This is an optimization exercise on Yosys and OpenROAD, whose aim is small area, a short achievable clock period and few clock cycles, not a production implementation.
Function was checked by simulation only, so behaviour that the tests miss may differ from the original.
Power figures rest on the tool's default switching activity, not on a simulated workload.

==> flow/design.v <==
module LASER (
    input CLK,
    input RST,
    input [3:0] X,
    input [3:0] Y,
    output reg [3:0] C1X,
    output reg [3:0] C1Y,
    output reg [3:0] C2X,
    output reg [3:0] C2Y,
    output reg DONE
);
    reg [3:0] px [0:39];      
    reg [4:0] yr [0:39];      
    reg [39:0] pm;            
    reg       run;            
    reg [5:0] in_cnt;
    reg [3:0] cyc;            
    reg       tail;           
    reg [1:0] rec;            
    reg [3:0] sy;             
    reg       bad;            
    reg       par;            
    reg [5:0] b_cnt;
    reg [3:0] b_x, b_y;
    integer i;
    reg vB, vC, fB, fC;       
    reg [3:0] rB, rC;         
    function gt6;
        input [5:0] a, b;
        integer k;
        reg g;
        begin
            g = 1'b0;
            for (k = 0; k < 6; k = k + 1)
                g = (a[k] & ~b[k]) | ((a[k] | ~b[k]) & g);
            gt6 = g;
        end
    endfunction
    wire norm   = run & (rec == 2'd0);
    wire issue  = norm & (cyc <= 4'd11);           
    wire mcyc   = norm & (cyc == 4'd12) | run & (rec == 2'd2);
    wire clr    = norm & (cyc == 4'd11) | run & (rec == 2'd1);    
    wire tcyc   = norm & tail;
    wire last_in = ~run & (in_cnt == 6'd39);
    wire miss;                
    reg [4:0] ndelta;
    reg [4:0] nd_n;
    wire take;
    always @* begin
        if (RST)
            nd_n = 5'd0;
        else if (!run)
            nd_n = last_in ? -5'd1 : (in_cnt == 6'd38) ? -5'd2 : 5'd0;
        else if (rec == 2'd1)        
            nd_n = {1'b0, b_y} - 5'd2;
        else if (rec == 2'd2)
            nd_n = -5'd1;
        else if (tail && miss)       
            nd_n = take ? 5'd3 - {1'b0, rC} : 5'd3 - {1'b0, b_y};
        else if (cyc <= 4'd9 || cyc == 4'd12)
            nd_n = -5'd1;
        else if (cyc == 4'd10)       
            nd_n = take ? 5'd13 - {1'b0, rC} : 5'd13 - {1'b0, b_y};
        else                         
            nd_n = {1'b0, sy} - 5'd2;
    end
    always @(posedge CLK) ndelta <= nd_n;
    genvar t, c;
    wire [4:0] yr_in [0:39];
    generate
        for (t = 0; t < 40; t = t + 1) begin : ys
            wire [4:0] s;
            laser_add5 u_add (.a(yr[(t + 39) % 40]), .b(ndelta), .s(s));
            if (t == 0) begin : in0
                wire [4:0] ny = last_in ? {1'b0, Y} - 5'd2 : {1'b0, Y};
                assign yr_in[t] = run ? s : ny;
            end else begin : nx
                assign yr_in[t] = s;
            end
        end
    endgenerate
    wire [11:0] colbit [0:39];
    wire [39:0] newmask;
    reg [11:0] bx_hot;        
    generate
        for (t = 0; t < 40; t = t + 1) begin : tg
            laser_tfun u_tf (.px(px[t]), .yr(yr[t]), .en(~pm[t]), .col(colbit[t]));
            assign newmask[t] = |(colbit[t] & bx_hot);
        end
    endgenerate
    reg [13-1:0] pa [0:11];
    reg [5:0] pc [0:5];       
    reg       ph [0:5];       
    generate
        for (c = 0; c < 12; c = c + 1) begin : pcnt
            wire [39:0] bits;
            for (t = 0; t < 40; t = t + 1) begin : bb
                assign bits[t] = colbit[t][c];
            end
            wire [13-1:0] part;
            wire [5:0] sum;
            pc40_a u_a (.in(bits), .out(part));
            pc40_b u_b (.in(pa[c]), .out(sum));
            always @(posedge CLK) pa[c] <= part;
        end
        for (c = 0; c < 6; c = c + 1) begin : pair
            wire [5:0] s0 = pcnt[2*c].sum, s1 = pcnt[2*c+1].sum;
            wire hi = gt6(s1, s0);
            always @(posedge CLK) begin
                pc[c] <= hi ? s1 : s0;
                ph[c] <= hi;
            end
        end
    endgenerate
    wire [5:0] w;
    generate
        for (c = 0; c < 6; c = c + 1) begin : win
            wire [5:0] beats_lo, beats_hi;
            for (t = 0; t < 6; t = t + 1) begin : cmp
                if (t < c) begin : lo
                    assign beats_lo[t] = gt6(pc[c], pc[t]);
                    assign beats_hi[t] = 1'b1;
                end else if (t > c) begin : hi
                    assign beats_lo[t] = 1'b1;
                    assign beats_hi[t] = ~gt6(pc[t], pc[c]);
                end else begin : eq
                    assign beats_lo[t] = 1'b1;
                    assign beats_hi[t] = 1'b1;
                end
            end
            assign w[c] = (fC | gt6(pc[c], b_cnt)) & (&beats_lo) & (&beats_hi);
        end
    endgenerate
    assign take = vC & (|w);
    reg [5:0] rmc;
    reg [3:0] rmx;
    always @* begin
        rmc = 6'd0;
        rmx = 4'd0;
        for (i = 0; i < 6; i = i + 1)
            if (w[i]) begin
                rmc = rmc | pc[i];
                rmx = rmx | (2 * i + 2 + ph[i]);
            end
    end
    wire [3:0] ox = par ? C1X : C2X;
    wire [3:0] oy = par ? C1Y : C2Y;
    wire [5:0] same_w;
    generate
        for (c = 0; c < 6; c = c + 1) begin : sm
            assign same_w[c] = w[c] & ((2 * c + 2 + ph[c]) == ox) & (rC == oy);
        end
    endgenerate
    wire same = take ? (|same_w) : (b_x == ox && b_y == oy);
    assign miss = bad | take;
    wire m00 = (Y == 4'd0 && X <= 4'd4) || (Y <= 4'd2 && X <= 4'd3) ||
               (Y == 4'd3 && X <= 4'd2) || (Y == 4'd4 && X == 4'd0);
    always @(posedge CLK) begin
        px[0] <= run ? px[39] : (X ^ {1'b0, X[3:1]});    
        yr[0] <= yr_in[0];
        pm[0] <= run ? (mcyc ? newmask[39] : pm[39] & ~clr) : m00;
        for (i = 1; i < 40; i = i + 1) begin
            px[i] <= px[i-1];
            yr[i] <= yr_in[i];
            pm[i] <= mcyc ? newmask[i-1] : pm[i-1] & ~clr;
        end
        vB <= issue;
        fB <= (cyc == 4'd0);
        rB <= cyc + 4'd2;
        vC <= vB & ~(rec == 2'd1);    
        fC <= fB; rC <= rB;
        if (take) begin
            b_cnt <= rmc;
            b_x <= rmx;
            for (i = 0; i < 12; i = i + 1)
                bx_hot[i] <= (rmx == i + 2);
            b_y <= rC;
        end
        if (cyc == 4'd10) begin
            sy <= take ? rC : b_y;
            bad <= 1'b0;
        end else if (cyc == 4'd11 || cyc == 4'd12) begin
            bad <= bad | take;
        end
        if (RST) begin
            run <= 1'b0;
            in_cnt <= 6'd0;
            DONE <= 1'b0;
        end else if (!run) begin
            DONE <= 1'b0;
            in_cnt <= last_in ? 6'd0 : in_cnt + 6'd1;
            if (last_in)
                run <= 1'b1;
        end else if (tcyc && same) begin
            DONE <= 1'b1;
            run <= 1'b0;
        end
        if (last_in) begin
            cyc <= 4'd0;
            tail <= 1'b0;
            rec <= 2'd0;
            par <= 1'b0;
            C1X <= 4'd0;  C1Y <= 4'd0;
            C2X <= 4'd15; C2Y <= 4'd15;
        end else begin
            if (rec == 2'd1) begin
                rec <= 2'd2;
            end else if (rec == 2'd2) begin
                rec <= 2'd0;
                cyc <= 4'd0;
                tail <= 1'b0;
            end else if (tcyc && miss) begin
                rec <= 2'd1;
                tail <= 1'b0;
            end else begin
                cyc <= (cyc == 4'd12) ? 4'd0 : cyc + 4'd1;
                tail <= (cyc == 4'd12);
            end
            if (tcyc) begin
                par <= ~par;
                if (par) begin C1X <= take ? rmx : b_x; C1Y <= take ? rC : b_y; end
                else     begin C2X <= take ? rmx : b_x; C2Y <= take ? rC : b_y; end
            end
        end
    end
endmodule
module laser_tfun(px, yr, en, col);
  input [3:0] px;
  wire [3:0] px;
  input [4:0] yr;
  wire [4:0] yr;
  input en;
  wire en;
  output [11:0] col;
  wire [11:0] col;
  wire _0_;
  wire _10_;
  wire _11_;
  wire _12_;
  wire _13_;
  wire _14_;
  wire _15_;
  wire _16_;
  wire _17_;
  wire _18_;
  wire _19_;
  wire _1_;
  wire _20_;
  wire _21_;
  wire _22_;
  wire _23_;
  wire _24_;
  wire _25_;
  wire _26_;
  wire _27_;
  wire _28_;
  wire _29_;
  wire _2_;
  wire _30_;
  wire _31_;
  wire _32_;
  wire _33_;
  wire _34_;
  wire _35_;
  wire _36_;
  wire _37_;
  wire _38_;
  wire _39_;
  wire _3_;
  wire _40_;
  wire _41_;
  wire _42_;
  wire _43_;
  wire _44_;
  wire _4_;
  wire _5_;
  wire _6_;
  wire _7_;
  wire _8_;
  wire _9_;
  assign col[0] = _1_ & ~(_23_);
  assign col[11] = px[3] & ~(_23_);
  assign _22_ = ~px[2];
  assign _21_ = yr[1] | yr[0];
  assign _20_ = yr[4] | yr[3];
  assign _19_ = ~((_21_ & yr[2]) | _20_);
  assign _18_ = ~(yr[3] & yr[2]);
  assign _17_ = yr[4] & ~(_18_);
  assign _16_ = ~((_17_ | _19_) & en);
  assign _15_ = ~px[0];
  assign _14_ = ~(yr[1] & yr[0]);
  assign _13_ = yr[2] ? yr[1] : _14_;
  assign _12_ = ~px[1];
  assign _11_ = ~((_21_ | _15_) & _12_);
  assign _10_ = ~((_13_ | _15_) & _11_);
  assign _9_ = _21_ & ~(_15_);
  assign _8_ = ~(_9_ | _13_);
  assign _7_ = ~((_8_ & _10_) | _16_);
  assign _6_ = ~(yr[1] | yr[0]);
  assign _5_ = ~((_6_ | px[0]) & _13_);
  assign _4_ = yr[2] & ~(_21_);
  assign _3_ = ~((_5_ & _12_) | _4_);
  assign _2_ = ~((_3_ | _22_) & _7_);
  assign col[10] = px[3] & ~(_2_);
  assign _1_ = ~px[3];
  assign _0_ = ~((_3_ | px[2]) & _7_);
  assign _44_ = _15_ & ~(_21_);
  assign _43_ = px[1] | ~(px[2]);
  assign _42_ = _43_ | ~(_44_);
  assign col[9] = ~((_42_ & _1_) | _0_);
  assign _41_ = px[0] & ~(_13_);
  assign _40_ = _11_ & ~(_41_);
  assign _39_ = ~((_12_ | _15_) & _4_);
  assign _38_ = _39_ & ~(_16_);
  assign _37_ = ~((_40_ | px[2]) & _38_);
  assign _36_ = _13_ & ~(_9_);
  assign _35_ = _43_ | ~(_36_);
  assign col[8] = ~((_35_ & _1_) | _37_);
  assign _34_ = ~((px[1] | _15_) & _4_);
  assign _33_ = ~((_34_ & px[2]) | (_36_ & px[1]));
  assign _32_ = _33_ | _16_;
  assign _31_ = px[0] & ~(_21_);
  assign _30_ = px[2] & ~(_5_);
  assign _29_ = ~((_30_ | _15_) & (_31_ | _12_));
  assign col[7] = ~((_29_ & _1_) | _32_);
  assign _28_ = ~((_21_ & _12_) | _30_);
  assign _27_ = _8_ & _11_;
  assign _26_ = ~((_44_ & px[1]) | px[2]);
  assign _25_ = _26_ | _16_;
  assign _24_ = _25_ | _27_;
  assign col[6] = ~((_28_ & _1_) | _24_);
  assign col[5] = ~((_28_ & px[3]) | _24_);
  assign col[4] = ~((_29_ & px[3]) | _32_);
  assign col[3] = ~((_35_ & px[3]) | _37_);
  assign col[2] = ~((_42_ & px[3]) | _0_);
  assign col[1] = _1_ & ~(_2_);
  assign _23_ = ~((_40_ | _22_) & _38_);
endmodule
module laser_add5 (input [4:0] a, input [4:0] b, output [4:0] s);
    wire c0 = a[0] & b[0];
    wire c1 = (a[1] & b[1]) | (a[1] & c0) | (b[1] & c0);
    wire c2 = (a[2] & b[2]) | (a[2] & c1) | (b[2] & c1);
    wire c3 = (a[3] & b[3]) | (a[3] & c2) | (b[3] & c2);
    assign s = {a[4] ^ b[4] ^ c3, a[3] ^ b[3] ^ c2, a[2] ^ b[2] ^ c1, a[1] ^ b[1] ^ c0, a[0] ^ b[0]};
endmodule
module pc40_a (input [39:0] in, output [12:0] out);
    wire a1, a2, a3, a4, a5, a6, a7, a8, a9, a10, a11, a12, a13, a14, a15, a16;
    wire a17, a18, a19, a20, a21, a22, a23, a24, a25, a26, a27, a28, a29, a30, a31, a32;
    wire a33, a34, a35, a36, a37, a38, a39, a40, a41, a42, a43, a44, a45, a46, a47, a48;
    wire a49, a50, a51, a52, a53, a54;
    assign a1 = in[0] ^ in[1] ^ in[2];
    assign a2 = (in[0] & in[1]) | (in[0] & in[2]) | (in[1] & in[2]);
    assign a3 = in[3] ^ in[4] ^ in[5];
    assign a4 = (in[3] & in[4]) | (in[3] & in[5]) | (in[4] & in[5]);
    assign a5 = in[6] ^ in[7] ^ in[8];
    assign a6 = (in[6] & in[7]) | (in[6] & in[8]) | (in[7] & in[8]);
    assign a7 = in[9] ^ in[10] ^ in[11];
    assign a8 = (in[9] & in[10]) | (in[9] & in[11]) | (in[10] & in[11]);
    assign a9 = in[12] ^ in[13] ^ in[14];
    assign a10 = (in[12] & in[13]) | (in[12] & in[14]) | (in[13] & in[14]);
    assign a11 = in[15] ^ in[16] ^ in[17];
    assign a12 = (in[15] & in[16]) | (in[15] & in[17]) | (in[16] & in[17]);
    assign a13 = in[18] ^ in[19] ^ in[20];
    assign a14 = (in[18] & in[19]) | (in[18] & in[20]) | (in[19] & in[20]);
    assign a15 = in[21] ^ in[22] ^ in[23];
    assign a16 = (in[21] & in[22]) | (in[21] & in[23]) | (in[22] & in[23]);
    assign a17 = in[24] ^ in[25] ^ in[26];
    assign a18 = (in[24] & in[25]) | (in[24] & in[26]) | (in[25] & in[26]);
    assign a19 = in[27] ^ in[28] ^ in[29];
    assign a20 = (in[27] & in[28]) | (in[27] & in[29]) | (in[28] & in[29]);
    assign a21 = in[30] ^ in[31] ^ in[32];
    assign a22 = (in[30] & in[31]) | (in[30] & in[32]) | (in[31] & in[32]);
    assign a23 = in[33] ^ in[34] ^ in[35];
    assign a24 = (in[33] & in[34]) | (in[33] & in[35]) | (in[34] & in[35]);
    assign a25 = in[36] ^ in[37] ^ in[38];
    assign a26 = (in[36] & in[37]) | (in[36] & in[38]) | (in[37] & in[38]);
    assign a27 = a1 ^ a3 ^ a5;
    assign a28 = (a1 & a3) | (a1 & a5) | (a3 & a5);
    assign a29 = a7 ^ a9 ^ a11;
    assign a30 = (a7 & a9) | (a7 & a11) | (a9 & a11);
    assign a31 = a13 ^ a15 ^ a17;
    assign a32 = (a13 & a15) | (a13 & a17) | (a15 & a17);
    assign a33 = a19 ^ a21 ^ a23;
    assign a34 = (a19 & a21) | (a19 & a23) | (a21 & a23);
    assign a35 = a2 ^ a4 ^ a6;
    assign a36 = (a2 & a4) | (a2 & a6) | (a4 & a6);
    assign a37 = a8 ^ a10 ^ a12;
    assign a38 = (a8 & a10) | (a8 & a12) | (a10 & a12);
    assign a39 = a14 ^ a16 ^ a18;
    assign a40 = (a14 & a16) | (a14 & a18) | (a16 & a18);
    assign a41 = a20 ^ a22 ^ a24;
    assign a42 = (a20 & a22) | (a20 & a24) | (a22 & a24);
    assign a43 = a27 ^ a29 ^ a31;
    assign a44 = (a27 & a29) | (a27 & a31) | (a29 & a31);
    assign a45 = a33 ^ a25 ^ in[39];
    assign a46 = (a33 & a25) | (a33 & in[39]) | (a25 & in[39]);
    assign a47 = a28 ^ a30 ^ a32;
    assign a48 = (a28 & a30) | (a28 & a32) | (a30 & a32);
    assign a49 = a34 ^ a35 ^ a37;
    assign a50 = (a34 & a35) | (a34 & a37) | (a35 & a37);
    assign a51 = a39 ^ a41 ^ a26;
    assign a52 = (a39 & a41) | (a39 & a26) | (a41 & a26);
    assign a53 = a36 ^ a38 ^ a40;
    assign a54 = (a36 & a38) | (a36 & a40) | (a38 & a40);
    assign out = {a54, a42, a53, a52, a50, a48, a51, a49, a47, a46, a44, a45, a43};
endmodule
module pc40_b (input [12:0] in, output [5:0] out);
    wire b1, b2, b3, b4, b5, b6, b7, b8, b9, b10, b11, b12, b13, b14, b15, b16;
    wire b17, b18, b19, b20, b21, b22;
    assign b1 = in[2] ^ in[3] ^ in[4];
    assign b2 = (in[2] & in[3]) | (in[2] & in[4]) | (in[3] & in[4]);
    assign b3 = in[7] ^ in[8] ^ in[9];
    assign b4 = (in[7] & in[8]) | (in[7] & in[9]) | (in[8] & in[9]);
    assign b5 = b1 ^ in[5] ^ in[6];
    assign b6 = (b1 & in[5]) | (b1 & in[6]) | (in[5] & in[6]);
    assign b7 = b2 ^ b3 ^ in[10];
    assign b8 = (b2 & b3) | (b2 & in[10]) | (b3 & in[10]);
    assign b9 = b6 ^ b7 ^ in[11];
    assign b10 = (b6 & b7) | (b6 & in[11]) | (b7 & in[11]);
    assign b11 = b8 ^ b4 ^ in[12];
    assign b12 = (b8 & b4) | (b8 & in[12]) | (b4 & in[12]);
    assign b13 = in[0] ^ in[1];
    assign b14 = in[0] & in[1];
    assign b15 = b5 ^ b14;
    assign b16 = b5 & b14;
    assign b17 = b9 ^ b16;
    assign b18 = b9 & b16;
    assign b19 = b10 ^ b11 ^ b18;
    assign b20 = (b10 & b11) | (b10 & b18) | (b11 & b18);
    assign b21 = b12 ^ b20;
    assign b22 = b12 & b20;
    assign out = {b22, b21, b19, b17, b15, b13};
endmodule
==> flow/flow/run.sh <==
#!/bin/bash
# Own flow: the standard layout (standard.sh, unchanged synthesis), only
# with a larger setup repair margin, so that the resizer keeps shortening
# paths that already meet the 10 ns clock. Each tool's output goes to
# standard.log (make) in this folder; ORFS's own logs stay under orfs/logs.
set -euo pipefail
sed -e 's/SETUP_SLACK_MARGIN=[0-9.]*/SETUP_SLACK_MARGIN=6.6/' standard.sh > standard_margin.sh
bash standard_margin.sh > standard.log 2>&1
==> flow/standard.sh <==
#!/bin/bash
# synth_recipe.tcl (not shown) runs the flow's synth.tcl, then flattens the netlist and writes it again
# the make line also repeats each setting of config.mk as NAME=value (left out here)
make -C /OpenROAD-flow-scripts/flow DESIGN_CONFIG=/design/flow/config.mk WORK_HOME=/design/flow/orfs CLKGATE_MAP_FILE= SYNTH_SCRIPT=/design/flow/synth_recipe.tcl "${@:-finish}"
==> flow/config.mk <==
export PLATFORM = sky130hd
export DESIGN_NAME = LASER
export DESIGN_NICKNAME = LASER
export VERILOG_FILES = /design/flow/design.v
export SDC_FILE = /design/flow/constraint.sdc
export NUM_CORES = 4
export LEC_CHECK = 0
export ABC_AREA = 1
export CAP_MARGIN = 30
export CORE_MARGIN = 2
export CORE_UTILIZATION = 40
export SETUP_SLACK_MARGIN = 5
export SLEW_MARGIN = 20
==> flow/constraint.sdc <==
create_clock -name core_clock -period 10.0 [get_ports {CLK}]
set_input_delay 2.0000 -clock core_clock [delete_from_list [all_inputs] [get_ports {CLK}]]
set_output_delay 2.0000 -clock core_clock [all_outputs]
set_load 0.01 [all_outputs]
==> impl_metrics.toml, run 1 <==
[clock_network]
numCtsBuffers = 82
cts_buffer_depth = 3
cts.clk_slew.worst_paths_ps = 70
worstSkewPairLatency_ps = 700
cts_tree = "built"
cts-root-buf = "clkbuf_16"
cts_max_level = 3
clock_sinks = 678

[yosys]
synth_edf_count = 22
synth.distinct_cells = 59
netlist_instances = 6134
synth.area.mux_share = 0.000208
synth-main-ff-cell = "dfxtp_1"
ys_ff_latch = 678
syn-cell-area_um2 = 48000
synth_top_family_by_area = "adder cells"
yosys_warnings = 11
yosys.area_share.simple = 0.182
yosys.area_share.adder = 0.249
yosysSeqAreaShare = 0.287
postSynth.asyncResetShare = 0
synth_xor_area_frac = 0.0184
syn_nets = 6783
synth_compound_area_frac = 0.159
syn_area_per_cell_um2 = 7.83

[finish]
syn2layout_area_growth_pct = 14.9
final_cells = 7862
num-nets-final = 6826
final_util = 0.462
final_common_cell = "nand2_1"
final_cell_mix = "nand2_1 (1209), inv_1 (1122), dfxtp_1 (602), fa_1 (490), nand3_1 (348)"
drive_gt1_frac = 0.112

[floorplanning]
core-area_um2 = 119000
die_x_um = 351
start_util = 0.402
die_h_um = 351
boundaryPins = 27
die-area_um2 = 123000
fp-row-count = 127

[worst_setup_path]
critPathTopFamily = "adder cells"
critPathCaptureType = "register"
critPathMostFrequentCell = "fa_1"
path_max_fanout = 6
critPathKind = "reg2reg"
cp.required_ps = 10590
crit_slowest_cell = "fa_1"
startpoint_type = "register"
arrival_ps = 4070
slowest_delay_ps = 550
path_cells = "fa_1 > fa_1 > fa_1 > ha_2 > fa_2 > inv_2 > nor2_2 > a21oi_2 > a221oi_4 > o22ai_4 > nand2_1 > o21ai_1"
worst-path-buf-inv = 1

[timing]
hold_slack_ps = 320
worstMarginPinSlew_ps = 1170
report.final.hold_viol_count = 0
slew-limit-headroom = 0.213
post-route-min-period_ps = 3480
rsz0062_at_grt = "true"
setup_tns_ps = 0
slew_viol_final = 0
post-route-period-util = 0.348
skew_ps = 44.2
fmax_mhz = 287
finalSetupViolCount = 0

[global_routing]
track_usage = 0.266
antenna_found_initial = 3
overflow = 0
grt_max_degree = 41
grt_pass1_vias = 41255
grt_first_pass_wirelength_um = 247000

[power_and_ir_drop]
p_per_area_nw_per_um2 = 216
power_frac_seq = 0.297
power_frac_comb = 0.435
power_w = 0.0119
p_int_w = 0.00710
p_sw_w = 0.00482
ir_drop_mv = 0.227
power.static_leakage_nw = 25.1
swShare = 0.404
clockPowerShare = 0.267

[detailed_routing]
ant_nets = 1
dr.pass1.iters = 6
drtIter0Drc = 4469
wl_per_cell_um = 21.1
drc_errors = 0
post_drt_via_cell_ratio = 5.46
wirelength_um = 166000
vias = 42952

[run_status]
outcome = "complete, but fails checks"
so_faults = "antenna rules"

[placed_design]
dp_hpwl_um = 128000
dp_cells = 7675
port_buffers = 26
gp_congestion = 1.03

[worst_hold_path]
hold_class = "reg2reg"

[flow_run]
maxCapViolCount = 0
[sequential cells by signal, summed over array words and instances, names as in the netlist, 2 cells and up]
name / flops
pc: 36
C1Y: 4
cyc: 4
pm: 40
C1X: 4
rec: 2
sy: 4
yr: 200
bx_hot: 12
b_x: 4
px: 160
rC: 4
rB: 4
pa: 156
ph: 6
ndelta: 5
in_cnt: 6
b_cnt: 6
C2X: 4
b_y: 4
C2Y: 4
[cells in the mapped netlist, drive strengths merged (3+ instances only)]
cell type  instances  area [um2]
a211oi            21         158
a21boi            31         236
a21o               3        22.5
a21oi            283        1430
a221oi            29         254
a22o              14         123
a22oi             27         203
a311oi             3        26.3
a31oi             57         357
a32oi              3        26.3
buf               34         175
clkbuf            94         353
clkinv             7        26.3
dfxtp            656       13100
edfxtp            22         661
fa               528       10600
ha               111        1390
inv             1187        4460
nand2           1229        4680
nand3            371        1860
nand4             18         113
nor2             409        1590
nor3              64         320
nor4              25         156
o2111ai           39         342
o211a             21         210
o211ai            45         338
o21a              27         203
o21ai            472        2370
o21bai            16         120
o221ai            10        87.6
o22ai            145         907
o31ai             20         150
xnor2             83         727
xor2              18         158
[timing repair]
item	4_1_cts	5_1_grt
gates cloned	6	0
pin swaps	80	114
setup buffers	9	13
gates resized for setup	254	425
hold buffers	0	0
setup endpoints to repair	157	161
[logic make-up after synthesis]
logic type / after synthesis
adders and majority gates: 639
muxes: 1
AOI/OAI and AO/OA: 1272
DFF: 678
buffers and inverters: 1322
and+or+nand+nor: 2121
xor gates and xnor gates: 101
[power by group through the flow]
stage | Clock [W] | Sequential [W] | Combinational, W
floorplan | 0 | 0.00336 | 0.00309
global placement | 0 | 0.00357 | 0.00393
detailed placement | 0 | 0.00357 | 0.00399
CTS | 0.00325 | 0.00352 | 0.00462
global route | 0.00336 | 0.00358 | 0.00574
finish | 0.00319 | 0.00355 | 0.00519
[layout make-up]
class	count	area (um2)
clock inverter	41	563
inverter	1194	4490
fill	11775	64300
antenna	6	15.0
clock buffer	110	2360
sequential	678	13900
tap	1612	2020
timing repair buffer	81	687
multi-input combinational	4140	31200
[worst register-to-register path, stage by stage, from the launching register on]
cell,delay (ps)
dfxtp_2,320
fa_1,550
fa_1,440
fa_1,460
ha_2,200
fa_2,530
inv_2,60
nor2_2,100
a21oi_2,60
a221oi_4,320
o22ai_4,170
nand2_1,100
o21ai_1,60
[per-layer routing]
metal	part of all wire	routed length (um)	track usage
met5	0.000078	13	0
met4	0.054	8920	0.131
met3	0.093	15500	0.0583
met2	0.45	74700	0.422
met1	0.40	66700	0.343
[final timing paths]
kind                    startpoint          endpoint  slack [ps]  cells past startpoint
setup / recovery  pa[2][9]$_DFF_P_  pc[1][3]$_DFF_P_        6520                     12
hold / removal       rB[1]$_DFF_P_     rC[1]$_DFF_P_         320                      0
setup reg to reg  pa[2][9]$_DFF_P_  pc[1][3]$_DFF_P_        6520                     12
hold reg to reg      rB[1]$_DFF_P_     rC[1]$_DFF_P_         320                      0
[through the flow]
stage	worst slack (ps)	cell area, um2
floorplan	6610	48200
global placement	6290	50200
detailed placement	6240	50200
CTS	6570	53900
global route	6420	55200
finish	6520	55200
Testbench counts, summed over its fixed seeds: cycles 13,874.
==> inputs of run 2 (changes only) <==
--- a/flow/flow/run.sh
+++ b/flow/flow/run.sh
@@ -6,3 +6,3 @@
 set -euo pipefail
-sed -e 's/SETUP_SLACK_MARGIN=[0-9.]*/SETUP_SLACK_MARGIN=6.6/' standard.sh > standard_margin.sh
+sed -e 's/SETUP_SLACK_MARGIN=[0-9.]*/SETUP_SLACK_MARGIN=7.0/' standard.sh > standard_margin.sh
 bash standard_margin.sh > standard.log 2>&1
==> run 2 against run 1 <==
Net effect:
- the run now finishes clean
- synthesized area stayed put
- clock skew is 16 ps lower
- worst hold slack better by 7.7 ps
- clock power is 2% lower
- non-clock buffer count is 229 higher
- routed wire length is 5.6% higher
- critical endpoint is now pc[5][4]$_DFF_P_
- die area stayed put
- combinational power is 7.9% higher
- critical path depth is 1 higher
- largest power group unchanged
- largest cell class unchanged
- via count is 3.0% higher
- cell count is 2.8% higher
- total power is 3.3% higher
==> impl_metrics.toml, run 2 <==
[yosys]
synth_compound_area_frac = 0.159
syn_nets = 6783
synth_edf_count = 22
yosysSeqAreaShare = 0.287
postSynth.asyncResetShare = 0
syn-cell-area_um2 = 48000
synth_xor_area_frac = 0.0184
netlist_instances = 6134
synth_top_area_frac = 0.273
synth_most_common_cell = "nand2_1"
yosys.area.top_type = "dfxtp_1"
syn_area_per_cell_um2 = 7.83
ys_ff_latch = 678
yosys.area_share.adder = 0.249
synth_top_family_by_area = "adder cells"
synthTopCellsByArea = "dfxtp_1 (27%), fa_1 (22%), nand2_1 (9.5%)"
synth.area.mux_share = 0.000208
synth-main-ff-cell = "dfxtp_1"
synthTopCellsByCount = "nand2_1 (1219), inv_1 (1149), dfxtp_1 (656)"
yosys_warnings = 11
yosys.area_share.simple = 0.182
synth.distinct_cells = 59

[detailed_routing]
drtIter0Drc = 4481
post_drt_via_cell_ratio = 5.47
dr.pass1.iters = 7
ant_nets = 0
drc_errors = 0
vias = 44226
wl_per_cell_um = 21.7
wirelength_um = 175000

[worst_setup_path]
slowest_delay_ps = 560
critPathTopFamily = "adder cells"
path_cells = "fa_1 > fa_1 > fa_1 > ha_2 > fa_2 > inv_4 > nor2_4 > a21oi_2 > a221oi_4 > o22ai_4 > buf_6 > nand2_2 > o21ai_2"
path_max_fanout = 7
critPathMostFrequentCell = "fa_1"
arrival_ps = 4100
crit_slowest_cell = "fa_1"
critPathKind = "reg2reg"
worst-path-buf-inv = 2
startpoint_type = "register"
cp.required_ps = 10560
critPathCaptureType = "register"

[clock_network]
cts-root-buf = "clkbuf_16"
cts_tree = "built"
cts_max_level = 3
clock_sinks = 678
numCtsBuffers = 81
worstSkewPairLatency_ps = 670
cts_buffer_depth = 3
cts.clk_slew.worst_paths_ps = 60

[global_routing]
antenna_found_initial = 0
grt_first_pass_wirelength_um = 259000
track_usage = 0.277
grt_max_degree = 41
overflow = 0
grt_pass1_vias = 43186

[flow_run]
maxCapViolCount = 0

[timing]
report.final.hold_viol_count = 0
rsz0062_at_grt = "true"
hold_slack_ps = 327
finalSetupViolCount = 0
post-route-period-util = 0.354
setup_tns_ps = 0
post-route-min-period_ps = 3540
slew-limit-headroom = 0.306
slew_viol_final = 0
skew_ps = 28.4
worstMarginPinSlew_ps = 1030
fmax_mhz = 282

[floorplanning]
die_h_um = 351
fp-row-count = 127
core-area_um2 = 119000
die-area_um2 = 123000
start_util = 0.402
boundaryPins = 27
die_x_um = 351

[worst_hold_path]
hold_class = "reg2reg"

[finish]
final_common_cell = "nand2_1"
syn2layout_area_growth_pct = 26.7
final_area_um2 = 60900
regMostFlops = "yr"
final_util = 0.509
num-nets-final = 7053
largest_registers = "yr x200, px x160, pa x156"
final_cell_mix = "nand2_1 (1145), inv_1 (935), dfxtp_1 (477), fa_1 (320), nand3_1 (284)"
largest_reg_flops = 200
drive_gt1_frac = 0.292

[power_and_ir_drop]
power_w = 0.0123
ir_drop_mv = 0.162
power.static_leakage_nw = 26.3
p_per_area_nw_per_um2 = 202

[placed_design]
gp_congestion = 1.00
port_buffers = 26
dp_hpwl_um = 129000
post_dp_cell_area_um2 = 50300

[run_status]
outcome = "timing/DRC/antenna clean"
-- run 2: cell counts after synthesis --
Identical to the previous run, type by type.
-- run 2: cell type report --
| class | count | area, um2 |
|---|---|---|
| fillers | 11105 | 58600 |
| clock inverters | 30 | 448 |
| inverters | 1194 | 4570 |
| clock buffers | 114 | 2310 |
| repair buffers | 310 | 2670 |
| well taps | 1612 | 2020 |
| diodes | 2 | 5.00 |
| flip-flops and latches | 678 | 14100 |
| multi-input cells | 4139 | 34700 |
-- run 2: kinds of logic (layout without fill, tap and decap cells) --
kind of cell | count (synthesis) | after routing
xor gates and xnor gates | 101 | 101
adders and majority gates | 639 | 639
other | 0 | 2
muxes | 1 | 1
and+or+nand+nor | 2121 | 2121
AOI/OAI and AO/OA | 1272 | 1277
buffers and inverters | 1322 | 1648
DFF | 678 | 678
-- run 2: layer usage --
| layer | GRT usage | share of wire |
|---|---|---|
| met5 | 0 | 0 |
| met4 | 0.122 | 0.051 |
| met3 | 0.0467 | 0.077 |
| met2 | 0.450 | 0.46 |
| met1 | 0.364 | 0.41 |
-- run 2: through the flow --
stage / std cells / setup WS (ps)
floorplan: 6134 / 6750
global placement: 7675 / 6210
global route: 8077 / 6360
finish: 8079 / 6460
detailed placement: 7675 / 6220
CTS: 7975 / 6510
-- run 2: path summary, 6_finish.rpt --
check	from	to	slack, ps	cells after the start
setup / recovery	pa[10][8]$_DFF_P_	pc[5][4]$_DFF_P_	6460	13
setup reg to reg	pa[10][8]$_DFF_P_	pc[5][4]$_DFF_P_	6460	13
hold / removal	rB[3]$_DFF_P_	rC[3]$_DFF_P_	330	0
hold reg to reg	rB[3]$_DFF_P_	rC[3]$_DFF_P_	330	0
-- run 2: repair_timing --
item,CTS,global route
resized for setup,1302,736
endpoints found under the setup margin,259,234
hold buffers,0,0
cloned,3,2
pin swaps,292,322
setup buffers,153,100
-- run 2: report_power, final --
| group | internal [W] | switching [W] | leakage, nW | total (W) |
|---|---|---|---|---|
| clock network | 0.00187 | 0.00124 | 1.35 | 0.00312 |
| logic | 0.00228 | 0.00332 | 19.3 | 0.00560 |
| registers | 0.00312 | 0.000481 | 5.67 | 0.00361 |
==> inputs of run 3 (changes only) <==
==> flow/run.sh (new file) <==
#!/bin/bash
# synth_recipe.tcl (not shown) runs the flow's synth.tcl, then flattens the netlist and writes it again
# the make line also repeats each setting of config.mk as NAME=value (left out here)
make -C /OpenROAD-flow-scripts/flow DESIGN_CONFIG=/design/flow/config.mk WORK_HOME=/design/flow/orfs CLKGATE_MAP_FILE= SYNTH_SCRIPT=/design/flow/synth_recipe.tcl finish
--- a/flow/config.mk
+++ b/flow/config.mk
@@ -11,2 +11,5 @@
 export CORE_UTILIZATION = 40
+export CTS_BUF_LIST = sky130_fd_sc_hd__clkbuf_8
+export CTS_CLUSTER_DIAMETER = 60
+export CTS_CLUSTER_SIZE = 24
 export SETUP_SLACK_MARGIN = 5
removed: flow/flow/run.sh
removed: flow/standard.sh
==> run 3 against run 2 <==
Net effect:
- combinational power down 29%
- routed wire length fell by 5.9%
- via count shrank 4.9%
- highest routed layer unchanged
- count of clock-buffer cells in the layout decreased by 37
- sequential power fell by 2%
- first-iteration DRC count increased by 5.3%
- synthesized area unchanged
- flip-flop and latch count unchanged
- final area is 15% lower
- setup slack got worse by 280 ps
- worst hold slack better by 10 ps
- total power shrank 21%
==> impl_metrics.toml, run 3 <==
[floorplanning]
start_util = 0.402
fp-row-count = 127
die_x_um = 351
die-area_um2 = 123000
die_h_um = 351
core-area_um2 = 119000
boundaryPins = 27

[worst_hold_path]
hold_class = "reg2reg"
min_from = "rB[0]$_DFF_P_"

[yosys]
yosys.area.top_type = "dfxtp_1"
synthTopCellsByCount = "nand2_1 (1219), inv_1 (1149), dfxtp_1 (656)"
netlist_instances = 6134
syn_area_per_cell_um2 = 7.83
postSynth.asyncResetShare = 0
synth_most_common_cell = "nand2_1"
synth_top_area_frac = 0.273
syn-cell-area_um2 = 48000
syn_nets = 6783
synthTopCellsByArea = "dfxtp_1 (27%), fa_1 (22%), nand2_1 (9.5%)"
synth.distinct_cells = 59
synth-main-ff-cell = "dfxtp_1"
yosysSeqAreaShare = 0.287
ys_ff_latch = 678
synth_edf_count = 22
yosys_warnings = 11

[global_routing]
grt_first_pass_wirelength_um = 245000
grt_max_degree = 41
antenna_found_initial = 3
grt_pass1_vias = 40117
track_usage = 0.266
overflow = 0

[detailed_routing]
drtIter0Drc = 4719
wirelength_um = 165000
dr.pass1.iters = 10
post_drt_via_cell_ratio = 5.38
vias = 42056
ant_nets = 0
wl_per_cell_um = 21.1
drc_errors = 0

[clock_network]
cts.clk_slew.worst_paths_ps = 110
worstSkewPairLatency_ps = 810
cts_hold_buf = 0
cts_tree = "built"
postCtsSetupRepairBufs = 0
cts_buffer_depth = 3
cts_max_level = 3
clock_sinks = 678
cts_resized = 0
numCtsBuffers = 75
cts-root-buf = "clkbuf_8"

[finish]
fill_cells = 11950
num-nets-final = 6793
final_area_um2 = 51900
largest_reg_flops = 200
largest_registers = "yr x200, px x160, pa x156"
drive_gt1_frac = 0.0405
seq_area_um2 = 13800
final_common_cell = "nand2_1"
multiInputGateArea_um2 = 29200
final_cell_mix = "nand2_1 (1218), inv_1 (1145), dfxtp_1 (652), fa_1 (528), o21ai_0 (446)"
syn2layout_area_growth_pct = 8.11
regMostFlops = "yr"

[timing]
post-route-period-util = 0.382
worstMarginPinSlew_ps = 1070
skew_ps = 80.0
slew_viol_final = 0
fmax_mhz = 261
post-route-min-period_ps = 3820
rsz0062_at_grt = "false"
slew-limit-headroom = 0.289
setup_tns_ps = 0
report.final.hold_viol_count = 0
finalSetupViolCount = 0

[placed_design]
dp_hpwl_um = 131000
gp_congestion = 0.991
post_dp_cell_area_um2 = 50100
port_buffers = 26

[flow_run]
maxCapViolCount = 0

[power_and_ir_drop]
power.static_leakage_nw = 24.3
p_int_w = 0.00549
clockPowerShare = 0.229
ir_drop_mv = 0.171
p_per_area_nw_per_um2 = 188
power_frac_comb = 0.410
swShare = 0.438
p_sw_w = 0.00427
power_frac_seq = 0.361

[worst_setup_path]
cp.required_ps = 10640
arrival_ps = 4470
startpoint_type = "register"
crit-reg2reg-launch = "pa[4][7]$_DFF_P_"
critPathCaptureType = "register"
critPathKind = "reg2reg"
path_max_fanout = 11
startpoint = "pa[4][7]$_DFF_P_"

[run_status]
outcome = "timing/DRC/antenna clean"
run 3: changes by cell type in the layout (fill, tap and decap cells not counted), moves of 118 or more:
cell,previous run,this run
a21oi_1,139,279
a21oi_2,122,4
buf_4,224,33
dfxtp_1,477,652
dfxtp_2,142,1
fa_1,320,528
fa_2,208,0
inv_1,935,1145
inv_2,224,43
nor2_1,242,400
o21ai_0,210,446
run 3: metrics by stage:
step	setup slack [ps]	hold WS [ps]	instances	utilization	total power [W]
floorplan	6520	310	6134	-	0.00630
global placement	6300	312	7677	0.419	0.00741
detailed placement	6210	313	7678	0.419	0.00749
CTS	6170	338	7816	0.434	0.00975
global route	5910	352	7818	0.435	0.0105
finish	6180	338	7819	0.435	0.00976
run 3: logic make-up (layout without fill, tap and decap cells):
family          after synthesis  after routing  share of synthesized area
compound gates             1272           1272                      0.159
xor+xnor                    101            101                     0.0184
fa+ha+maj                   639            639                      0.249
buf+inv                    1322           1393                      0.104
flops                       678            678                      0.287
mux                           1              1                   0.000208
other cells                   0              2                          0
simple gates               2121           2121                      0.182
run 3: final timing paths:
kind / end / slack, ps / cells after the start
max: pc[2][2]$_DFF_P_ / 6180 / 10
min: rC[0]$_DFF_P_ / 340 / 0
max reg2reg: pc[2][2]$_DFF_P_ / 6180 / 10
min reg2reg: rC[0]$_DFF_P_ / 340 / 0
run 3: layout make-up:
type | count | share of cell area
Inverter | 1194 | 0.0864
Multi-Input combinational cell | 4134 | 0.563
Tap cell | 1612 | 0.0388
Clock buffer | 77 | 0.0204
Antenna cell | 2 | 0.0000964
Clock inverter | 61 | 0.0147
Sequential cell | 678 | 0.266
Timing Repair Buffer | 61 | 0.0106
run 3: power by group through the flow:
stage                     clock network, W  registers, W  logic (W)
after floorplan                          0       0.00336    0.00294
after global placement                   0       0.00358    0.00383
after detailed placement                 0       0.00357    0.00392
after CTS                          0.00229       0.00351    0.00394
after global routing               0.00239       0.00355    0.00453
final                              0.00224       0.00352    0.00400
run 3: worst max-delay path, stage by stage, from the launching register on:
cell and delay, ps:
dfxtp_1 330, fa_1 570, fa_1 450, fa_1 470
ha_1 210, fa_1 420, ha_1 310, inv_1 90
o22ai_1 80, o22ai_1 560, o21ai_0 160
run 3: per-layer routing:
metal,GRT usage,vias up,wire length [um]
li1,-,19736,-
met1,0.351,20001,68600
met2,0.416,1943,72600
met3,0.0625,376,15700
met4,0.119,0,7910
met5,0,-,0
==> inputs of run 4 (changes only) <==
==> flow/flow/run.sh (new file) <==
#!/bin/bash
# Own flow: the standard layout (standard.sh, unchanged synthesis), with
# a larger setup repair margin, so that the resizer keeps shortening paths
# that already meet the 10 ns clock, and more antenna repair rounds after
# detailed routing. If the final layout still has an antenna violation, the
# layout is made once more at 39% core utilization.
# Logs: standard.log (make, all tools), antenna.log; ORFS's own logs stay
# under orfs/logs.
set -euo pipefail
layout() {
  rm -rf orfs
  sed -e 's/SETUP_SLACK_MARGIN=[0-9.]*/SETUP_SLACK_MARGIN=6.2 MAX_REPAIR_ANTENNAS_ITER_DRT=10/' "$@" standard.sh > standard_margin.sh
  bash standard_margin.sh > standard.log 2>&1
}
layout
printf 'read_db orfs/results/%s/LASER/base/6_final.odb\nputs "ANTENNA [check_antennas]"\n' "$FLOW_PLATFORM" > antenna.tcl
n=$(openroad -no_init -exit antenna.tcl 2>&1 | tee antenna.log | sed -n 's/^ANTENNA //p')
if [ "$n" != "0" ]; then
  mv standard.log standard_first.log
  layout -e 's/CORE_UTILIZATION=40/CORE_UTILIZATION=39/'
fi
==> flow/standard.sh (new file) <==
#!/bin/bash
# synth_recipe.tcl (not shown) runs the flow's synth.tcl, then flattens the netlist and writes it again
# the make line also repeats each setting of config.mk as NAME=value (left out here)
make -C /OpenROAD-flow-scripts/flow DESIGN_CONFIG=/design/flow/config.mk WORK_HOME=/design/flow/orfs CLKGATE_MAP_FILE= SYNTH_SCRIPT=/design/flow/synth_recipe.tcl "${@:-finish}"
--- a/flow/config.mk
+++ b/flow/config.mk
@@ -11,5 +11,2 @@
 export CORE_UTILIZATION = 40
-export CTS_BUF_LIST = sky130_fd_sc_hd__clkbuf_8
-export CTS_CLUSTER_DIAMETER = 60
-export CTS_CLUSTER_SIZE = 24
 export SETUP_SLACK_MARGIN = 5
removed: flow/run.sh
==> run 4 against run 3 <==
Net effect:
- still clean on timing, DRC and antenna
- synthesized area unchanged
- setup slack better by 130 ps
- critical path depth up 2
- flip-flop and latch count unchanged
- non-clock buffer count up 3
- routed wire length up 0.80%
- via count up 0.62%
- sequential power about the same
- clock skew down 32 ps
- synthesized cell count unchanged
- sequential share of layout area down 0.59 points
- cell count up 0.22%
- critical endpoint is now pa[1][0]$_DFF_P_
- largest cell class unchanged
==> impl_metrics.toml, run 4 <==
[finish]
drive_gt1_frac = 0.0437
final_cells = 7836
final_cell_mix = "nand2_1 (1218), inv_1 (1144), dfxtp_1 (652), fa_1 (527), o21ai_0 (435)"
syn2layout_area_growth_pct = 10.6
regMostFlops = "yr"
largest_registers = "yr x200, px x160, pa x156"
largest_reg_flops = 200
fill_cells = 11854
num-nets-final = 6803
final_common_cell = "nand2_1"

[clock_network]
cts.clk_slew.worst_paths_ps = 60
cts_hold_buf = 0
cts_tree = "built"
cts-root-buf = "clkbuf_16"
clock_sinks = 678
worstSkewPairLatency_ps = 710
cts_max_level = 3
cts_buffer_depth = 3
numCtsBuffers = 80

[yosys]
syn_nets = 6783
yosys_warnings = 11
synthTopCellsByCount = "nand2_1 (1219), inv_1 (1149), dfxtp_1 (656)"
synth_most_common_cell = "nand2_1"
synthTopCellsByArea = "dfxtp_1 (27%), fa_1 (22%), nand2_1 (9.5%)"
synth-main-ff-cell = "dfxtp_1"
ys_ff_latch = 678
synth.distinct_cells = 59
postSynth.asyncResetShare = 0
yosys.area.top_type = "dfxtp_1"
synth_top_area_frac = 0.273
yosysSeqAreaShare = 0.287
synth_edf_count = 22
syn-cell-area_um2 = 48000
syn_area_per_cell_um2 = 7.83
netlist_instances = 6134

[worst_setup_path]
cp.required_ps = 10540
critPathKind = "reg2reg"
critPathCaptureType = "register"
arrival_ps = 4230
path_max_fanout = 5
startpoint = "yr[0][0]$_DFF_P_"
r2r_end = "pa[1][0]$_DFF_P_"
ff2ff_path_depth = 12
crit-reg2reg-launch = "yr[0][0]$_DFF_P_"
crit_end = "pa[1][0]$_DFF_P_"
startpoint_type = "register"
reg2reg_slack_ps = 6310

[floorplanning]
die-area_um2 = 123000
die_h_um = 351
boundaryPins = 27
core-area_um2 = 119000
fp-row-count = 127
start_util = 0.402
die_x_um = 351

[detailed_routing]
drtIter0Drc = 4446
wirelength_um = 166000
post_drt_via_cell_ratio = 5.40
dr.pass1.iters = 7
vias = 42315
drc_errors = 0
ant_nets = 0
wl_per_cell_um = 21.2

[timing]
setup_tns_ps = 0
post-route-min-period_ps = 3690
fmax_mhz = 271
slew-limit-headroom = 0.284
report.final.hold_viol_count = 0
rsz0062_at_grt = "true"
post-route-period-util = 0.369
finalSetupViolCount = 0
skew_ps = 48.4
worstMarginPinSlew_ps = 1070
slew_viol_final = 0

[power_and_ir_drop]
p_per_area_nw_per_um2 = 206
ir_drop_mv = 0.149
power.static_leakage_nw = 24.8
power_w = 0.0109

[global_routing]
track_usage = 0.267
antenna_found_initial = 2
grt_first_pass_wirelength_um = 246000
grt_pass1_vias = 40244
overflow = 0
grt_max_degree = 41

[placed_design]
dp_hpwl_um = 131000
gp_congestion = 0.991
port_buffers = 26
dp_cells = 7678

[run_status]
outcome = "timing/DRC/antenna clean"

[worst_hold_path]
hold_depth = 0
hold_class = "reg2reg"

[flow_run]
maxCapViolCount = 0
run 4: cell types whose count changed in the layout (fill, tap and decap cells not counted), sizes merged:
| cell | delta |
|---|---|
| inv | -24 |
| buf | +2 |
| o22ai | +2 |
| clkbuf | +31 |
| clkinv | -3 |
| bufinv | +6 |
| clkinvlp | +3 |
run 4: worst max-delay path, cell delays in order (launching register included):
cell,delay (ps)
dfxtp_1,460
nor2_1,360
inv_1,150
nor2_1,150
nor2_1,50
inv_1,80
o21ai_0,160
a21oi_1,310
nand3_1,220
fa_1,590
inv_1,70
fa_1,510
fa_1,430
run 4: routing by layer:
metal / track usage / vias up / share of wire
met2: 0.423 / 1965 / 0.45
met3: 0.0605 / 372 / 0.091
met1: 0.353 / 20209 / 0.42
met5: 0 / - / 0
met4: 0.110 / 0 / 0.043
li1: - / 19769 / -
run 4: what timing repair did:
action                                  CTS  global route
endpoints found under the setup margin    0            70
setup buffers                             0             3
resized for setup                         0            34
run 4: logic make-up (layout without fill, tap and decap cells):
| kind of cell | Yosys count | in the layout | synth area share |
|---|---|---|---|
| AND/OR/NAND/NOR | 2121 | 2121 | 0.182 |
| AO/OA/AOI/OAI | 1272 | 1274 | 0.159 |
| flip-flops | 678 | 678 | 0.287 |
| XOR/XNOR | 101 | 101 | 0.0184 |
| multiplexers | 1 | 1 | 0.000208 |
| buffers and inverters | 1322 | 1408 | 0.104 |
| adder cells (fa/ha/maj) | 639 | 639 | 0.249 |
| other | 0 | 2 | 0 |
run 4: final cells by class:
cell class | instances | area [um2] | share of cell area
Multi-Input combinational cell | 4136 | 29400 | 0.553
Sequential cell | 678 | 13800 | 0.260
Inverter | 1194 | 4480 | 0.0844
Clock buffer | 107 | 2220 | 0.0419
Tap cell | 1612 | 2020 | 0.0380
Clock inverter | 43 | 639 | 0.0120
Timing Repair Buffer | 64 | 568 | 0.0107
Antenna cell | 2 | 5.00 | 0.0000942
run 4: power breakdown:
part           total (W)  switching (W)  internal (W)
Sequential       0.00353       0.000415       0.00311
Clock            0.00316        0.00130       0.00186
Combinational    0.00423        0.00267       0.00156
Total             0.0109        0.00438       0.00653
run 4: worst min-delay path by stage:
stage,start,end,slack [ps]
6_report,rB[3]$_DFF_P_,rC[3]$_DFF_P_,330
5_1_grt,rB[0]$_DFF_P_,rC[0]$_DFF_P_,340
4_1_cts,rB[3]$_DFF_P_,rC[3]$_DFF_P_,330
3_5_place_dp,rB[0]$_DFF_P_,rC[0]$_DFF_P_,310
3_3_place_gp,rB[0]$_DFF_P_,rC[0]$_DFF_P_,310
2_1_floorplan,fB$_DFF_P_,fC$_DFF_P_,310
run 4: stage by stage:
| stage | hold slack, ps | area, um2 | util | worst slack (ps) |
|---|---|---|---|---|
| floorplan | 310 | 48000 | - | 6520 |
| global placement | 312 | 50100 | 0.419 | 6300 |
| detailed placement | 313 | 50100 | 0.419 | 6210 |
| CTS | 326 | 52900 | 0.443 | 6200 |
| global route | 343 | 53100 | 0.444 | 6160 |
| finish | 329 | 53100 | 0.444 | 6310 |
==> inputs of run 5 (changes only) <==
--- a/flow/design.v
+++ b/flow/design.v
@@ -49,5 +49,3 @@
     always @* begin
-        if (RST)
-            nd_n = 5'd0;
-        else if (!run)
+        if (!run)
             nd_n = last_in ? -5'd1 : (in_cnt == 6'd38) ? -5'd2 : 5'd0;
--- a/flow/flow/run.sh
+++ b/flow/flow/run.sh
@@ -11,3 +11,3 @@
   rm -rf orfs
-  sed -e 's/SETUP_SLACK_MARGIN=[0-9.]*/SETUP_SLACK_MARGIN=6.2 MAX_REPAIR_ANTENNAS_ITER_DRT=10/' "$@" standard.sh > standard_margin.sh
+  sed -e 's/SETUP_SLACK_MARGIN=[0-9.]*/SETUP_SLACK_MARGIN=6.4 MAX_REPAIR_ANTENNAS_ITER_DRT=10/' "$@" standard.sh > standard_margin.sh
   bash standard_margin.sh > standard.log 2>&1
--- a/flow/config.mk
+++ b/flow/config.mk
@@ -11,2 +11,5 @@
 export CORE_UTILIZATION = 40
+export CTS_BUF_LIST = sky130_fd_sc_hd__clkbuf_8
+export CTS_CLUSTER_DIAMETER = 60
+export CTS_CLUSTER_SIZE = 16
 export SETUP_SLACK_MARGIN = 5
==> run 5 against run 4 <==
Net effect:
- still clean
- cell count about the same
- sequential share of layout area increased by 0.19 points
- register-to-register slack improved by 130 ps
- clock power decreased by 34%
- worst hold slack got worse by 7.7 ps
- sequential power about the same
- synthesized cell count increased by 0.20%
- clock skew increased by 21 ps
==> impl_metrics.toml, run 5 <==
[floorplanning]
core-area_um2 = 119000
die_x_um = 350
die-area_um2 = 123000
boundaryPins = 27
die_h_um = 350
start_util = 0.402
fp-row-count = 127

[flow_run]
maxCapViolCount = 0

[global_routing]
track_usage = 0.270
overflow = 0
grt_first_pass_wirelength_um = 250000
grt_max_degree = 36
antenna_found_initial = 5
grt_pass1_vias = 40947

[run_status]
outcome = "timing/DRC/antenna clean"

[timing]
report.final.hold_viol_count = 0
worstMarginPinSlew_ps = 1020
worst_slack_ps = 6440
setup_tns_ps = 0
slew_viol_final = 0
skew_ps = 69.4
fmax_mhz = 281
post-route-period-util = 0.356
slew-limit-headroom = 0.317
finalSetupViolCount = 0
post-route-min-period_ps = 3560
rsz0062_at_grt = "true"

[clock_network]
numCtsBuffers = 72
cts-root-buf = "clkbuf_8"
cts_buffer_depth = 3
clock_sinks = 678
cts_hold_buf = 0
cts.clk_slew.worst_paths_ps = 100
cts_max_level = 3
cts_tree = "built"
worstSkewPairLatency_ps = 800

[power_and_ir_drop]
power.static_leakage_nw = 24.1
p_per_area_nw_per_um2 = 208
ir_drop_mv = 0.214

[yosys]
yosys_warnings = 11
syn-cell-area_um2 = 48000
synthTopCellsByArea = "dfxtp_1 (27%), fa_1 (22%), nand2_1 (9.4%)"
synth_most_common_cell = "nand2_1"
postSynth.asyncResetShare = 0
synth_edf_count = 22
netlist_instances = 6146
ys_ff_latch = 678
yosys.area.top_type = "dfxtp_1"
syn_area_per_cell_um2 = 7.81
syn_nets = 6795
synth_top_area_frac = 0.274
yosysSeqAreaShare = 0.287
synth-main-ff-cell = "dfxtp_1"
synthTopCellsByCount = "nand2_1 (1205), inv_1 (1152), dfxtp_1 (656)"
synth.distinct_cells = 56

[worst_setup_path]
path_max_fanout = 6
ff2ff_path_depth = 11
cp.required_ps = 10650
critPathCaptureType = "register"
startpoint_type = "register"
arrival_ps = 4210
critPathKind = "reg2reg"

[detailed_routing]
drtIter0Drc = 4435
wirelength_um = 167000
ant_nets = 0
post_drt_via_cell_ratio = 5.42
drc_errors = 0
vias = 42463
dr.pass1.iters = 7
wl_per_cell_um = 21.3

[finish]
final_cells = 7838
largest_reg_flops = 200
final_area_um2 = 52800
regMostFlops = "yr"
num-nets-final = 6818
final_util = 0.442
largest_registers = "yr x200, px x160, pa x156"
syn2layout_area_growth_pct = 9.92
final_common_cell = "nand2_1"
drive_gt1_frac = 0.0723
final_cell_mix = "nand2_1 (1204), inv_1 (1137), dfxtp_1 (638), fa_1 (513), o21ai_0 (384)"

[worst_hold_path]
hold_depth = 0
hold_class = "reg2reg"

[placed_design]
dp_cells = 7686
dp_hpwl_um = 133000
port_buffers = 26
post_dp_cell_area_um2 = 50100
gp_congestion = 1.02
post-place-ws_ps = 6090
==> run 5: cell types whose count changed after synthesis, moves of 14 or more <==
cell	delta
a21oi_1	+15
nand3_1	-28
o2111ai_1	-15
nand4_1	+15
nor2_1	+28
nand2_1	-14
o31ai_1	+17
==> run 5: per-layer routing <==
| metal | up-vias | track usage | wire length (um) |
|---|---|---|---|
| met5 | - | 0 | 27 |
| met4 | 4 | 0.122 | 8110 |
| met3 | 392 | 0.0470 | 14200 |
| met2 | 1969 | 0.430 | 75100 |
| met1 | 20257 | 0.358 | 69900 |
| li1 | 19841 | - | - |
==> run 5: through the flow <==
| step | hold WS, ps | power (W) |
|---|---|---|
| detailed placement | 314 | 0.00782 |
| finish | 321 | 0.0110 |
| global route | 339 | 0.0117 |
| CTS | 325 | 0.0102 |
| global placement | 312 | 0.00776 |
| floorplan | 310 | 0.00650 |
==> run 5: logic make-up (layout without fill, tap and decap cells) <==
family / after synthesis / count (layout) / share of synthesized area
xor gates and xnor gates: 97 / 97 / 0.0177
and+or+nand+nor: 2134 / 2134 / 0.184
muxes: 1 / 1 / 0.000208
DFF: 678 / 678 / 0.287
AOI/OAI and AO/OA: 1274 / 1278 / 0.158
buffers and inverters: 1323 / 1397 / 0.104
other: 0 / 2 / 0
adders and majority gates: 639 / 639 / 0.249
==> run 5: timing repair <==
action                                  4_1_cts  5_1_grt
gates resized for setup                      74      258
gates cloned                                  3        1
pin swaps                                    14       64
buffers inserted                              6       11
endpoints found under the setup margin       92      163
==> run 5: report_power, final <==
part	total, W	internal, W	leakage, nW	switching, W
registers	0.00356	0.00314	5.68	0.000427
logic	0.00533	0.00213	17.7	0.00320
clock network	0.00208	0.000884	0.794	0.00120
total	0.0110	0.00615	24.1	0.00483
==> run 5: path summary, 6_finish.rpt <==
check / from / end / slack [ps]
worst max-delay path: pa[10][9]$_DFF_P_ / pc[5][4]$_DFF_P_ / 6440
worst min-delay path: rB[2]$_DFF_P_ / rC[2]$_DFF_P_ / 320
worst max register to register: pa[10][9]$_DFF_P_ / pc[5][4]$_DFF_P_ / 6440
worst min register to register: rB[2]$_DFF_P_ / rC[2]$_DFF_P_ / 320
==> run 5: critical path, cell delays in order (launching register included) <==
cell and delay, ps:
dfxtp_2 330, fa_1 550, fa_1 450, fa_1 520, ha_2 210, fa_2 360, ha_4 280, inv_2 50
a221oi_4 340, o22ai_4 160, nand2_1 110, o21ai_1 70
==> run 5: area by class of cell <==
class	count	area [um2]
inverter	1188	4470
sequential	678	13800
multi-input combinational	4149	30200
timing repair buffer	80	697
clock inverter	52	552
clock buffer	77	1060
antenna	2	5.00
fill	11955	66700
tap	1612	2020
Testbench counts of run 5, summed over its fixed seeds: cycles 13,874.
==> inputs of run 6 (changes only) <==
--- a/flow/flow/run.sh
+++ b/flow/flow/run.sh
@@ -5,3 +5,3 @@
 # detailed routing. If the final layout still has an antenna violation, the
-# layout is made once more at 39% core utilization.
+# layout is made once more at 48% core utilization.
 # Logs: standard.log (make, all tools), antenna.log; ORFS's own logs stay
@@ -19,3 +19,3 @@
   mv standard.log standard_first.log
-  layout -e 's/CORE_UTILIZATION=40/CORE_UTILIZATION=39/'
+  layout -e 's/CORE_UTILIZATION=50/CORE_UTILIZATION=48/'
 fi
--- a/flow/config.mk
+++ b/flow/config.mk
@@ -10,3 +10,3 @@
 export CORE_MARGIN = 2
-export CORE_UTILIZATION = 40
+export CORE_UTILIZATION = 50
 export CTS_BUF_LIST = sky130_fd_sc_hd__clkbuf_8
==> run 6 against run 5 <==
Net effect:
- still clean on timing, DRC and antenna
- maximum frequency grew 1.0%
- clock skew is 21 ps lower
- global-route usage increased by 7.5 points
- first-iteration DRC count grew 4.7%
- synthesized area unchanged
- final area fell by 0.67%
- setup slack better by 36 ps
- sequential power grew 1%
- clock power grew 13%
- synthesized cell count stayed put
- critical path type unchanged
- critical endpoint is now pc[2][0]$_DFF_P_
==> impl_metrics.toml, run 6 <==
[timing]
report.final.hold_viol_count = 0
slew_viol_final = 0
slew-limit-headroom = 0.262
setup_tns_ps = 0
post-route-min-period_ps = 3520
finalSetupViolCount = 0
rsz0062_at_grt = "true"
skew_ps = 48.4
fmax_mhz = 284
post-route-period-util = 0.352
worst_slack_ps = 6480
worstMarginPinSlew_ps = 1110

[floorplanning]
die-area_um2 = 98500
start_util = 0.505
boundaryPins = 27
core-area_um2 = 95200
fp-row-count = 113
die_h_um = 314
die_x_um = 314

[power_and_ir_drop]
clockPowerShare = 0.216
ir_drop_mv = 0.176
swShare = 0.443
power_frac_comb = 0.452
p_int_w = 0.00604
p_sw_w = 0.00481
p_per_area_nw_per_um2 = 207
power_frac_seq = 0.333
power.static_leakage_nw = 24.2

[worst_setup_path]
startpoint = "pa[4][2]$_DFF_P_"
arrival_ps = 4200
ff2ff_path_depth = 13
crit-reg2reg-launch = "pa[4][2]$_DFF_P_"
startpoint_type = "register"
cp.required_ps = 10680
path_max_fanout = 5
critPathKind = "reg2reg"
slowest_delay_ps = 560
path_cells = "fa_2 > inv_1 > fa_2 > inv_2 > fa_1 > ha_2 > fa_1 > ha_1 > inv_2 > a221oi_4 > o22ai_2 > nand2_1 > o21ai_0"
r2r_end = "pc[2][0]$_DFF_P_"
crit_slowest_cell = "fa_2"
critPathCaptureType = "register"
reg2reg_slack_ps = 6480

[yosys]
synthTopCellsByCount = "nand2_1 (1205), inv_1 (1152), dfxtp_1 (656)"
yosysSeqAreaShare = 0.287
synth-main-ff-cell = "dfxtp_1"
syn_area_per_cell_um2 = 7.81
netlist_instances = 6146
yosys.area.top_type = "dfxtp_1"
synthTopCellsByArea = "dfxtp_1 (27%), fa_1 (22%), nand2_1 (9.4%)"
synth_most_common_cell = "nand2_1"
syn_nets = 6795
yosys_warnings = 11
syn-cell-area_um2 = 48000
synth.distinct_cells = 56
synth_edf_count = 22
postSynth.asyncResetShare = 0
synth_top_area_frac = 0.274
ys_ff_latch = 678

[finish]
final_util = 0.551
regMostFlops = "yr"
largest_registers = "yr x200, px x160, pa x156"
final_common_cell = "nand2_1"
final_cell_mix = "nand2_1 (1205), inv_1 (1138), dfxtp_1 (625), fa_1 (512), nor2_1 (386)"
num-nets-final = 6812
drive_gt1_frac = 0.0722
largest_reg_flops = 200
syn2layout_area_growth_pct = 9.19

[clock_network]
cts_hold_buf = 0
clock_sinks = 678
cts.clk_slew.worst_paths_ps = 110
worstSkewPairLatency_ps = 780
cts_tree = "built"
numCtsBuffers = 81
cts-root-buf = "clkbuf_8"
cts_max_level = 3
cts_buffer_depth = 3

[detailed_routing]
ant_nets = 0
wl_per_cell_um = 22.9
post_drt_via_cell_ratio = 5.67
dr.pass1.iters = 9
vias = 42501
wirelength_um = 171000
drtIter0Drc = 4642
drc_errors = 0

[global_routing]
grt_first_pass_wirelength_um = 253000
grt_pass1_vias = 40281
antenna_found_initial = 5
overflow = 0
grt_max_degree = 41
track_usage = 0.345

[worst_hold_path]
min_from = "rB[1]$_DFF_P_"
hold_depth = 0
min_to = "rC[1]$_DFF_P_"
hold_class = "reg2reg"

[placed_design]
port_buffers = 26
dp_hpwl_um = 132000
post-place-ws_ps = 6220
gp_congestion = 1.04

[run_status]
outcome = "timing/DRC/antenna clean"

[flow_run]
maxCapViolCount = 0
run 6: critical path: cells and delay by family (launching register included):
kind | cells | cell delay [ps]
AND/OR/NAND/NOR | 1 | 80
flip-flops | 1 | 350
adder cells (fa/ha/maj) | 6 | 2230
AO/OA/AOI/OAI | 3 | 600
buffers and inverters | 3 | 170
run 6: final cells by class:
type	count	area, um2
clock buffer	90	1240
multi-input combinational	4150	30100
fill	9068	42700
inverter	1188	4470
sequential	678	13800
tap	1265	1580
clock inverter	59	683
timing repair buffer	64	546
antenna	2	5.00
run 6: kinds of logic after synthesis:
| family | synth area share |
|---|---|
| mux | 0.000208 |
| buf+inv | 0.104 |
| xor+xnor | 0.0177 |
| flops | 0.287 |
| simple gates | 0.184 |
| compound gates | 0.158 |
| fa+ha+maj | 0.249 |
run 6: through the flow:
stage	instances	instance area, um2	hold WS, ps	power [W]
6_report	7496	52400	334	0.0108
5_1_grt	7496	52400	340	0.0116
2_1_floorplan	6146	48000	310	0.00650
4_1_cts	7488	51600	335	0.0104
3_5_place_dp	7334	49600	312	0.00780
3_3_place_gp	7333	49600	311	0.00776
run 6: worst max path at each step:
stage,endpoint,slack (ps),depth (start not counted)
floorplan,pc[4][0]$_DFF_P_,6500,13
global placement,pc[5][1]$_DFF_P_,6280,10
detailed placement,pc[4][2]$_DFF_P_,6220,12
CTS,pc[0][2]$_DFF_P_,6410,11
global route,pa[3][1]$_DFF_P_,6300,10
finish,pc[2][0]$_DFF_P_,6480,13
run 6: repair_timing:
item,CTS,global route
buffers inserted,3,3
endpoints found under the hold margin,0,0
pin swaps,8,59
cloned,2,3
resized for setup,47,267
setup endpoints to repair,79,159
run 6: power by group through the flow:
stage	Clock (W)	Combinational (W)	Sequential [W]
3_3_place_gp	0	0.00411	0.00364
5_1_grt	0.00248	0.00545	0.00364
3_5_place_dp	0	0.00416	0.00364
6_report	0.00234	0.00490	0.00361
4_1_cts	0.00238	0.00439	0.00358
2_1_floorplan	0	0.00311	0.00339
run 6: layer usage:
metal / vias up / track usage / wire [um]
met1: 20220 / 0.468 / 72800
met3: 458 / 0.0742 / 14800
li1: 19816 / - / -
met2: 2005 / 0.523 / 73900
met4: 2 / 0.168 / 9960
met5: - / 0 / 13

static timing again, ports no longer ideal:
In the flow no input, the clock included, has a driving cell. The finished layouts below were timed again as built, in two steps.
Step 1: set_driving_cell puts a clkbuf_16 on CLK and a buf_2 on each other input, an assumption about the parent block.
Step 2 moves the port delays by t, midway between the first and last clock arrival at a register: inputs arrive t later, outputs are due t later. That takes back most of the time a late clock gives input paths.
Slacks: no drivers / after step 1 / after step 2; pairs: no drivers / after step 1.
run	t, ns	setup WS [ns]	clock arrival spread, ns	worst data-port slew with drivers (ns)	cell pins on the clock port's net
run 1	0.748	6.518 / 6.518 / 6.264	0.047 / 0.046	0.03	1
run 2	0.726	6.459 / 6.459 / 6.436	0.028 / 0.028	0.03	1
run 3	0.840	6.176 / 6.147 / 6.176	0.089 / 0.089	0.03	1
run 4	0.760	6.309 / 6.263 / 6.214	0.048 / 0.049	0.03	1
run 5	0.842	6.441 / 6.441 / 6.441	0.070 / 0.070	0.03	1
run 6	0.825	6.477 / 6.477 / 6.428	0.048 / 0.048	0.03	1
The setup slack of run 1, which loses most, moves by 0.000 ns with the drivers and by -0.254 ns with both steps.
